Source: an optimization exercise on an open RTL-to-GDS flow (aim: small area, a short achievable clock period and few clock cycles). Production flows keep margins and buffers that such runs may drop.
RTL that was checked went through simulation tests only; none was proved equivalent to the original.
The clock port is modelled as an ideal driver, which makes a skipped or thinned clock tree look cheaper than it is; a real chip needs a root buffer or a tree.
Power is estimated from default activity; no workload was simulated.

==> flow/design.v <==
module MF(
	clk,
	rst_n,
	invalid,
	image_in,
	outvalid,
	image_out
);
input				clk,rst_n,invalid;
input 		[7:0]	image_in;
output	reg 		outvalid;
output	reg [7:0]	image_out;
reg			act;
reg [3:0]	row;
reg [3:0]	col;
wire last = (row == 4'd11);
wire row1_next = act & ((row == 4'd0 & col == 4'd9) | (row == 4'd1 & col != 4'd9));
always @(posedge clk or negedge rst_n) begin
	if (!rst_n) act <= 1'b0;
	else act <= (act & !last) | invalid;
end
wire       step = act & !last;
wire [3:0] col_n = step ? ((col == 4'd9) ? 4'd0 : col + 4'd1) : 4'd0;
wire [3:0] row_n = step ? ((col == 4'd9) ? row + 4'd1 : row) : 4'd0;
reg        c0, c1, border;
always @(posedge clk) begin
	col <= col_n;
	row <= row_n;
	c0 <= (col_n == 4'd0);
	c1 <= (col_n == 4'd1);
	border <= (col_n <= 4'd1) | (row_n == 4'd1) | (row_n == 4'd10);
end
wire valid = act & ((row >= 4'd2) | (row == 4'd1 & col != 4'd0));
always @(posedge clk) outvalid <= valid;
function [1:0] cmp8;
	input [7:0] a, b;
	reg [7:0] g, l;
	reg [3:0] g1, l1;
	reg [1:0] g2, l2;
	integer k;
	begin
		g = a & ~b;
		l = ~a & b;
		for (k = 0; k < 4; k = k + 1) begin
			g1[k] = g[2*k+1] | (~l[2*k+1] & g[2*k]);
			l1[k] = l[2*k+1] | (~g[2*k+1] & l[2*k]);
		end
		for (k = 0; k < 2; k = k + 1) begin
			g2[k] = g1[2*k+1] | (~l1[2*k+1] & g1[2*k]);
			l2[k] = l1[2*k+1] | (~g1[2*k+1] & l1[2*k]);
		end
		cmp8 = {g2[1] | (~l2[1] & g2[0]), l2[1] | (~g2[1] & l2[0])};
	end
endfunction
function ge8;	 
	input [7:0] a, b;
	reg [1:0] r;
	begin r = cmp8(a, b); ge8 = ~r[0]; end
endfunction
function gt8;	 
	input [7:0] a, b;
	reg [1:0] r;
	begin r = cmp8(a, b); gt8 = r[1]; end
endfunction
reg [7:0]	in_r;
reg [7:0]	lb [1:20];
reg			ab, ac, bc;
integer i;
wire [7:0] a_d = invalid ? image_in : 8'd0;
wire [7:0] c_d = row1_next ? 8'd0 : lb[19];
always @(posedge clk) begin
	in_r <= a_d;
	lb[1] <= in_r;
	for (i = 2; i <= 19; i = i + 1) lb[i] <= lb[i-1];
	lb[20] <= c_d;
	ab <= invalid ? ge8(image_in, lb[9]) : lb[9] == 8'd0;
	ac <= row1_next | (invalid ? ge8(image_in, lb[19]) : lb[19] == 8'd0);
	bc <= row1_next | ge8(lb[9], lb[19]);
end
wire [7:0] a = in_r, b = lb[10], c = lb[20];
wire [7:0] vmax = (ab & ac) ? a : (!ab & bc) ? b : c;
wire [7:0] vmin = (!ab & !ac) ? a : (ab & !bc) ? b : c;
reg [7:0] x0, n0;	 
reg [7:0] xp, np;	 
wire       hx = gt8(vmax, xp) & !c0;	 
wire       hn = gt8(np, vmin);
wire       gx = ge8(vmax, x0) | c0;	 
wire       gn = ge8(n0, vmin);
wire [7:0] mx = hx ? vmax : xp;
wire [7:0] mn = border ? 8'd0 : hn ? vmin : np;
wire [8:0] sum = {1'b0, mx} + {1'b0, mn};
always @(posedge clk) begin
	x0 <= vmax; xp <= gx ? vmax : x0;
	n0 <= vmin; np <= gn ? vmin : n0;
	image_out <= sum[8:1];
end
endmodule
Settings: LEC_CHECK=0, ABC_AREA=1, CAP_MARGIN=20, CORE_MARGIN=2, CORE_UTILIZATION=65, CTS_BUF_LIST=sky130_fd_sc_hd__clkbuf_16, CTS_CLUSTER_DIAMETER=80, CTS_CLUSTER_SIZE=30, SLEW_MARGIN=20; clock period 10.0 ns.
standard.sh (not shown) runs the stock make flow with config.mk's settings and CLKGATE_MAP_FILE= SYNTH_SCRIPT=/design/flow/synth_recipe.tcl, a recipe that flattens the netlist after the stock synthesis.
==> flow/flow/run.sh <==
#!/bin/bash
set -euo pipefail
KNOBS="SETUP_SLACK_MARGIN=7.45"
bash standard.sh $KNOBS cts > orfs_flow_cts.log 2>&1
R=orfs/results/$FLOW_PLATFORM/MF/base
openroad -no_init -exit -threads "${NUM_CORES:-4}" flow/unroot.tcl > unroot.log 2>&1
bash standard.sh $KNOBS finish > orfs_flow_finish.log 2>&1
==> flow/flow/unroot.tcl <==
set odb orfs/results/$::env(FLOW_PLATFORM)/MF/base/4_cts.odb
read_db $odb
set block [ord::get_db_block]
set port_net [[$block findBTerm clk] getNet]
set roots {}
foreach it [$port_net getITerms] { lappend roots [$it getInst] }
if {[llength $roots] != 1} { puts "unroot: clock port drives [llength $roots] cells; left as is"; exit 0 }
set root [lindex $roots 0]
set master [[$root getMaster] getName]
if {![string match "sky130_fd_sc_hd__clkbuf_*" $master]} { puts "unroot: root is $master; left as is"; exit 0 }
set out_net ""
foreach it [$root getITerms] {
  if {[$it isOutputSignal]} { set out_net [$it getNet] }
}
set loads {}
foreach it [$out_net getITerms] {
  if {[$it getInst] ne $root} { lappend loads $it }
}
if {[llength $loads] > 4 || [llength [$out_net getBTerms]] > 0} { puts "unroot: root drives [llength $loads] pins; left as is"; exit 0 }
foreach it $loads { $it disconnect; $it connect $port_net }
puts "unroot: removed [$root getName] ($master); clock port now drives [llength $loads] buffers"
odb::dbInst_destroy $root
odb::dbNet_destroy $out_net
write_db $odb
Next try:
--- a/flow/design.v
+++ b/flow/design.v
@@ -79,19 +79,21 @@
 end
 wire [7:0] a = in_r, b = lb[10], c = lb[20];
 wire [7:0] vmax = (ab & ac) ? a : (!ab & bc) ? b : c;
 wire [7:0] vmin = (!ab & !ac) ? a : (ab & !bc) ? b : c;
-reg [7:0] x0, n0;	 
-reg [7:0] xp, np;	 
-wire       hx = gt8(vmax, xp) & !c0;	 
-wire       hn = gt8(np, vmin);
-wire       gx = ge8(vmax, x0) | c0;	 
-wire       gn = ge8(n0, vmin);
-wire [7:0] mx = hx ? vmax : xp;
-wire [7:0] mn = border ? 8'd0 : hn ? vmin : np;
+reg [7:0] x0, x1;	 
+reg [7:0] n0, n1;	 
+reg       gx, gn;	 
+wire [7:0] px = (gx | c1) ? x0 : x1;	 
+wire       hx = gt8(vmax, px) & !c0;	 
+wire [7:0] pn = gn ? n0 : n1;
+wire       hn = gt8(pn, vmin);
+wire [7:0] mx = hx ? vmax : px;
+wire [7:0] mn = border ? 8'd0 : hn ? vmin : pn;
 wire [8:0] sum = {1'b0, mx} + {1'b0, mn};
 always @(posedge clk) begin
-	x0 <= vmax; xp <= gx ? vmax : x0;
-	n0 <= vmin; np <= gn ? vmin : n0;
+	x0 <= vmax; x1 <= x0;
+	n0 <= vmin; n1 <= n0;
+	gx <= ge8(vmax, x0); gn <= ge8(n0, vmin);
 	image_out <= sum[8:1];
 end
 endmodule
- routed wire length grows by 1.6%
- flip-flop and latch count came out higher by 3
- cell area falls by 2.3%
- total power increases by 2.9%
- clock power barely changes
- synthesized cell count came out lower by 0.39%
- core utilization came out lower by 1.9 points
- clock skew hardly moves
No functional check of the RTL was part of any run of this note.

========
Another version of the RTL of MF (not shown whole).
For scale: roughly 660 cells after synthesis, roughly 250 flip-flops, roughly 20 I/O pins, roughly 7900 um^2 of cells after synthesis.
==> module MF, before the edit <==
module MF(
	clk,
	rst_n,
	invalid,
	image_in,
	outvalid,
	image_out
);
input				clk,rst_n,invalid;
input 		[7:0]	image_in;
output	reg 		outvalid;
output	reg [7:0]	image_out;
reg			act;
reg [3:0]	row;
reg [3:0]	col;
reg			hb, hv;		 
wire last = (row == 4'd11);
wire row1_next = act & ((row == 4'd0 & col == 4'd9) | (row == 4'd1 & col != 4'd9));
always @(posedge clk or negedge rst_n) begin
	if (!rst_n) begin
		act <= 1'b0; row <= 4'd0; col <= 4'd0;
	end else if (act & !last) begin
		col <= (col == 4'd9) ? 4'd0 : col + 4'd1;
		row <= (col == 4'd9) ? row + 4'd1 : row;
	end else if (invalid) begin
		act <= 1'b1; row <= 4'd0; col <= 4'd0;
	end else begin
		act <= 1'b0;
	end
end
always @(posedge clk or negedge rst_n) begin
	if (!rst_n) begin
		hb <= 1'b0; hv <= 1'b0; outvalid <= 1'b0;
	end else begin
		hb  <= (col <= 4'd1) | (row == 4'd1) | (row == 4'd10);
		hv  <= act & ((row >= 4'd2) | (row == 4'd1 & col != 4'd0));
		outvalid <= hv;
	end
end
reg [7:0]	in_r;
reg [7:0]	lb [1:20];
reg			ab, ac, bc;
integer i;
wire [7:0] a_d = invalid ? image_in : 8'd0;
wire [7:0] c_d = row1_next ? 8'd0 : lb[19];
always @(posedge clk) begin
	in_r <= a_d;
	lb[1] <= in_r;
	for (i = 2; i <= 19; i = i + 1) lb[i] <= lb[i-1];
	lb[20] <= c_d;
	ab <= invalid ? image_in >= lb[9] : lb[9] == 8'd0;
	ac <= row1_next | (invalid ? image_in >= lb[19] : lb[19] == 8'd0);
	bc <= row1_next | lb[9] >= lb[19];
end
wire [7:0] a = in_r, b = lb[10], c = lb[20];
wire [7:0] vmax = (ab & ac) ? a : (!ab & bc) ? b : c;
wire [7:0] vmin = (!ab & !ac) ? a : (ab & !bc) ? b : c;
reg [7:0] x0, x1, x2;	 
reg [7:0] n0, n1, n2;	 
reg       gx, gn;		 
reg       psx, hx, psn, hn;
wire       psx_d = gx | (col == 4'd1);	 
wire [7:0] px = psx_d ? x0 : x1;
wire       hx_d = (vmax > px) & (col != 4'd0);	 
wire       psn_d = gn;
wire [7:0] pn = psn_d ? n0 : n1;
wire       hn_d = (vmin < pn);
always @(posedge clk) begin
	x0 <= vmax; x1 <= x0; x2 <= x1;
	n0 <= vmin; n1 <= n0; n2 <= n1;
	gx <= vmax >= x0; gn <= vmin <= n0;
	psx <= psx_d; hx <= hx_d;
	psn <= psn_d; hn <= hn_d;
end
wire [7:0] mx = hx ? x0 : psx ? x1 : x2;
wire [7:0] mn = hb ? 8'd0 : hn ? n0 : psn ? n1 : n2;
wire [8:0] sum = {1'b0, mx} + {1'b0, mn};
always @(posedge clk) image_out <= sum[8:1];
endmodule
export LEC_CHECK = 0
export CAP_MARGIN = 20
export CORE_MARGIN = 2
export CORE_UTILIZATION = 65
export CTS_BUF_LIST = sky130_fd_sc_hd__clkbuf_16
export CTS_CLUSTER_DIAMETER = 60
export CTS_CLUSTER_SIZE = 24
export SLEW_MARGIN = 20
create_clock -name core_clock -period 10.0 [get_ports {clk}]
==> flow/flow/run.sh <==
#!/bin/bash
set -euo pipefail
bash standard.sh SETUP_SLACK_MARGIN=7.2 finish > orfs_flow.log 2>&1
Then changed:
--- a/flow/design.v
+++ b/flow/design.v
@@ -37,40 +37,33 @@
 		outvalid <= hv;
 	end
 end
 reg [7:0]	in_r;
 reg [7:0]	lb [1:20];
-reg			ab, ac, bc;
 integer i;
-wire [7:0] a_d = invalid ? image_in : 8'd0;
-wire [7:0] c_d = row1_next ? 8'd0 : lb[19];
 always @(posedge clk) begin
-	in_r <= a_d;
+	in_r <= invalid ? image_in : 8'd0;
 	lb[1] <= in_r;
 	for (i = 2; i <= 19; i = i + 1) lb[i] <= lb[i-1];
-	lb[20] <= c_d;
-	ab <= invalid ? image_in >= lb[9] : lb[9] == 8'd0;
-	ac <= row1_next | (invalid ? image_in >= lb[19] : lb[19] == 8'd0);
-	bc <= row1_next | lb[9] >= lb[19];
+	lb[20] <= row1_next ? 8'd0 : lb[19];
 end
 wire [7:0] a = in_r, b = lb[10], c = lb[20];
+wire ab = a >= b, ac = a >= c, bc = b >= c;
 wire [7:0] vmax = (ab & ac) ? a : (!ab & bc) ? b : c;
 wire [7:0] vmin = (!ab & !ac) ? a : (ab & !bc) ? b : c;
 reg [7:0] x0, x1, x2;	 
 reg [7:0] n0, n1, n2;	 
-reg       gx, gn;		 
 reg       psx, hx, psn, hn;
-wire       psx_d = gx | (col == 4'd1);	 
+wire       psx_d = (x0 >= x1) | (col == 4'd1);	 
 wire [7:0] px = psx_d ? x0 : x1;
 wire       hx_d = (vmax > px) & (col != 4'd0);	 
-wire       psn_d = gn;
+wire       psn_d = (n0 <= n1);
 wire [7:0] pn = psn_d ? n0 : n1;
 wire       hn_d = (vmin < pn);
 always @(posedge clk) begin
 	x0 <= vmax; x1 <= x0; x2 <= x1;
 	n0 <= vmin; n1 <= n0; n2 <= n1;
-	gx <= vmax >= x0; gn <= vmin <= n0;
 	psx <= psx_d; hx <= hx_d;
 	psn <= psn_d; hn <= hn_d;
 end
 wire [7:0] mx = hx ? x0 : psx ? x1 : x2;
 wire [7:0] mn = hb ? 8'd0 : hn ? n0 : psn ? n1 : n2;
Result: Final cell count went up by a few percent; worst setup slack gets worse by 77 ps; clock-buffer cell count does not change; design area increases by a few percent; via count is higher by a few percent; register-to-register slack loses 440 ps; hold slack gets worse by 10 ps; power drops by a quarter to a third; sequential share of layout area drops by 3.5 points; wire length increases by a few percent; flip-flop and latch count came out lower by 5; maximum frequency drops by a few percent; area after synthesis went down slightly; die area drops slightly.
Function was not checked in any run of this note: the RTL went through the layout flow alone.

========
Another version of the RTL of MF (not shown whole).
For scale: roughly 20 I/O pins, roughly 7600 um^2 of cells after synthesis.
==> module MF, before the edit <==
module MF(
	clk,
	rst_n,
	invalid,
	image_in,
	outvalid,
	image_out
);
input				clk,rst_n,invalid;
input 		[7:0]	image_in;
output	reg 		outvalid;
output	reg [7:0]	image_out;
reg			act;
reg [3:0]	row;
reg [3:0]	col;
reg			hb, hv;		 
wire last = (row == 4'd11);
always @(posedge clk or negedge rst_n) begin
	if (!rst_n) act <= 1'b0;
	else act <= (act & !last) | invalid;
end
always @(posedge clk) begin
	if (act & !last) begin
		col <= (col == 4'd9) ? 4'd0 : col + 4'd1;
		row <= (col == 4'd9) ? row + 4'd1 : row;
	end else begin
		row <= 4'd0; col <= 4'd0;
	end
end
reg			v1;
always @(posedge clk or negedge rst_n) begin
	if (!rst_n) begin
		v1 <= 1'b0; hv <= 1'b0;
	end else begin
		v1 <= act & ((row >= 4'd2) | (row == 4'd1 & col != 4'd0));
		hv <= v1;
	end
end
reg			b1;
always @(posedge clk) begin
	b1 <= (col <= 4'd1) | (row == 4'd1) | (row == 4'd10);
	hb <= b1;
end
always @(posedge clk) outvalid <= hv;
function [1:0] cmp8;
	input [7:0] a, b;
	reg [7:0] g, l;
	reg [3:0] g1, l1;
	reg [1:0] g2, l2;
	integer k;
	begin
		g = a & ~b;
		l = ~a & b;
		for (k = 0; k < 4; k = k + 1) begin
			g1[k] = g[2*k+1] | (~l[2*k+1] & g[2*k]);
			l1[k] = l[2*k+1] | (~g[2*k+1] & l[2*k]);
		end
		for (k = 0; k < 2; k = k + 1) begin
			g2[k] = g1[2*k+1] | (~l1[2*k+1] & g1[2*k]);
			l2[k] = l1[2*k+1] | (~g1[2*k+1] & l1[2*k]);
		end
		cmp8 = {g2[1] | (~l2[1] & g2[0]), l2[1] | (~g2[1] & l2[0])};
	end
endfunction
function ge8;	 
	input [7:0] a, b;
	reg [1:0] r;
	begin r = cmp8(a, b); ge8 = ~r[0]; end
endfunction
function gt8;	 
	input [7:0] a, b;
	reg [1:0] r;
	begin r = cmp8(a, b); gt8 = r[1]; end
endfunction
reg [7:0]	in_r;
reg [7:0]	lb [1:21];
reg			ab, ac, bc;
integer i;
wire no_a = (row >= 4'd10);
wire no_c = (row == 4'd1);
always @(posedge clk) begin
	in_r <= image_in;
	lb[1] <= in_r;
	for (i = 2; i <= 21; i = i + 1) lb[i] <= lb[i-1];
	ab <= !no_a & ge8(in_r, lb[10]);
	ac <= no_c | (!no_a & ge8(in_r, lb[20]));
	bc <= no_c | ge8(lb[10], lb[20]);
end
reg			c0, c1;
always @(posedge clk) begin
	c0 <= (col == 4'd0);
	c1 <= (col == 4'd1);
end
wire [7:0] a = lb[1], b = lb[11], c = lb[21];
wire [7:0] vmax = (ab & ac) ? a : (!ab & bc) ? b : c;
wire [7:0] vmin = (!ab & !ac) ? a : (ab & !bc) ? b : c;
reg [7:0] x0, x1;	 
reg [7:0] n0, n1;	 
reg [7:0] xp, np;	 
reg       gx, gn;	 
reg       hx, hn;	 
wire       psx_d = gx | c1;	 
wire [7:0] px = psx_d ? x0 : x1;
wire       hx_d = gt8(vmax, px) & !c0;	 
wire       psn_d = gn;
wire [7:0] pn = psn_d ? n0 : n1;
wire       hn_d = gt8(pn, vmin);
always @(posedge clk) begin
	x0 <= vmax; x1 <= x0; xp <= px;
	n0 <= vmin; n1 <= n0; np <= pn;
	gx <= ge8(vmax, x0); gn <= ge8(n0, vmin);
	hx <= hx_d; hn <= hn_d;
end
wire [7:0] mx = hx ? x0 : xp;
wire [7:0] mn = hb ? 8'd0 : hn ? n0 : np;
wire [8:0] sum = {1'b0, mx} + {1'b0, mn};
always @(posedge clk) image_out <= sum[8:1];
endmodule
Settings: LEC_CHECK=0, ABC_AREA=0, CAP_MARGIN=20, CORE_MARGIN=2, CORE_UTILIZATION=65, CTS_BUF_LIST=sky130_fd_sc_hd__clkbuf_16, CTS_CLUSTER_DIAMETER=80, CTS_CLUSTER_SIZE=30, SLEW_MARGIN=20; clock period 10.0 ns.
==> flow/flow/run.sh <==
#!/bin/bash
set -euo pipefail
KNOBS="SETUP_SLACK_MARGIN=7.2"
bash standard.sh $KNOBS cts > orfs_flow_cts.log 2>&1
R=orfs/results/$FLOW_PLATFORM/MF/base
openroad -no_init -exit -threads "${NUM_CORES:-4}" flow/unroot.tcl > unroot.log 2>&1
bash standard.sh $KNOBS finish > orfs_flow_finish.log 2>&1
Other scripts of this flow, unchanged in this note and not shown: flow/flow/unroot.tcl
Testbench counts at the start, summed over its fixed seeds: cycles 14,592.
Rerun with:
--- a/flow/design.v
+++ b/flow/design.v
@@ -14,8 +14,9 @@
 reg [3:0]	row;
 reg [3:0]	col;
 reg			hb, hv;		 
 wire last = (row == 4'd11);
+wire row1_next = act & ((row == 4'd0 & col == 4'd9) | (row == 4'd1 & col != 4'd9));
 always @(posedge clk or negedge rst_n) begin
 	if (!rst_n) act <= 1'b0;
 	else act <= (act & !last) | invalid;
 end
@@ -75,17 +76,19 @@
 reg [7:0]	in_r;
 reg [7:0]	lb [1:21];
 reg			ab, ac, bc;
 integer i;
-wire no_a = (row >= 4'd10);
-wire no_c = (row == 4'd1);
+wire [7:0] a_d = invalid ? image_in : 8'd0;
+wire [7:0] c_d = row1_next ? 8'd0 : lb[19];
 always @(posedge clk) begin
-	in_r <= image_in;
+	in_r <= a_d;
 	lb[1] <= in_r;
-	for (i = 2; i <= 21; i = i + 1) lb[i] <= lb[i-1];
-	ab <= !no_a & ge8(in_r, lb[10]);
-	ac <= no_c | (!no_a & ge8(in_r, lb[20]));
-	bc <= no_c | ge8(lb[10], lb[20]);
+	for (i = 2; i <= 19; i = i + 1) lb[i] <= lb[i-1];
+	lb[20] <= c_d;
+	lb[21] <= lb[20];
+	ab <= ge8(in_r, lb[10]);
+	ac <= ge8(in_r, lb[20]);
+	bc <= ge8(lb[10], lb[20]);
 end
 reg			c0, c1;
 always @(posedge clk) begin
 	c0 <= (col == 4'd0);
Via count shrinks by 2.9%.
Wire length goes down by 0.88%.
Hold slack improves by 5.9 ps.
Combinational power fell by about 19%.
Fmax stays flat.
Die area barely changes.
Utilization rose by 0.35 points.
Final area came out higher by about 0.5%.
Power came out lower by 6.5%.
Final cell count falls by 0.91%.
Setup slack loses 3.8 ps.
Clock power grows by about 1%.
Sequential share of layout area goes down by 0.29 points.
Synthesized cell count fell by 1.6%.
Testbench counts after the change, summed over its fixed seeds: cycles 14,592.
In every run of this note, the design's own scripts or RTL, not TritonCTS, make the clock network.

[port drivers added, routing unchanged]
The results above use ideal ports. As a check the final layouts listed here were re-extracted and re-timed, cells and wires unchanged.
Step 1 sets driving cells, clkbuf_16 on the clock port and buf_2 on the other inputs (assumed; they add their load-dependent delay and slew).
Step 2 also shifts input and output timing later by t, the mid clock arrival at the registers, as if the neighbouring blocks saw the same clock.
Slacks: no drivers / after step 1 / after step 2; pairs: no drivers / after step 1.
| run | t, ns | slack for setup (ns) | hold slack, ns |
|---|---|---|---|
| the first run of note 1 | 0.380 | 6.849 / 6.849 / 6.799 | 0.329 / 0.329 / 0.329 |
| the second run of note 1 | 0.378 | 6.879 / 6.879 / 6.809 | 0.334 / 0.334 / 0.334 |
| the first run of note 2 | 0.497 | 7.056 / 7.015 / 6.736 | 0.330 / 0.330 / 0.330 |
| the second run of note 2 | 0.502 | 6.979 / 6.979 / 6.979 | 0.320 / 0.320 / 0.320 |
| the first run of note 3 | 0.302 | 7.375 / 7.257 / 7.409 | 0.321 / 0.320 / 0.320 |
| the second run of note 3 | 0.308 | 7.371 / 7.253 / 7.487 | 0.327 / 0.326 / 0.326 |
After both steps every run listed still meets setup and hold. For the first run of note 2, which loses most, drivers alone change the setup slack by -0.041 ns; drivers and shift together by -0.320 ns.
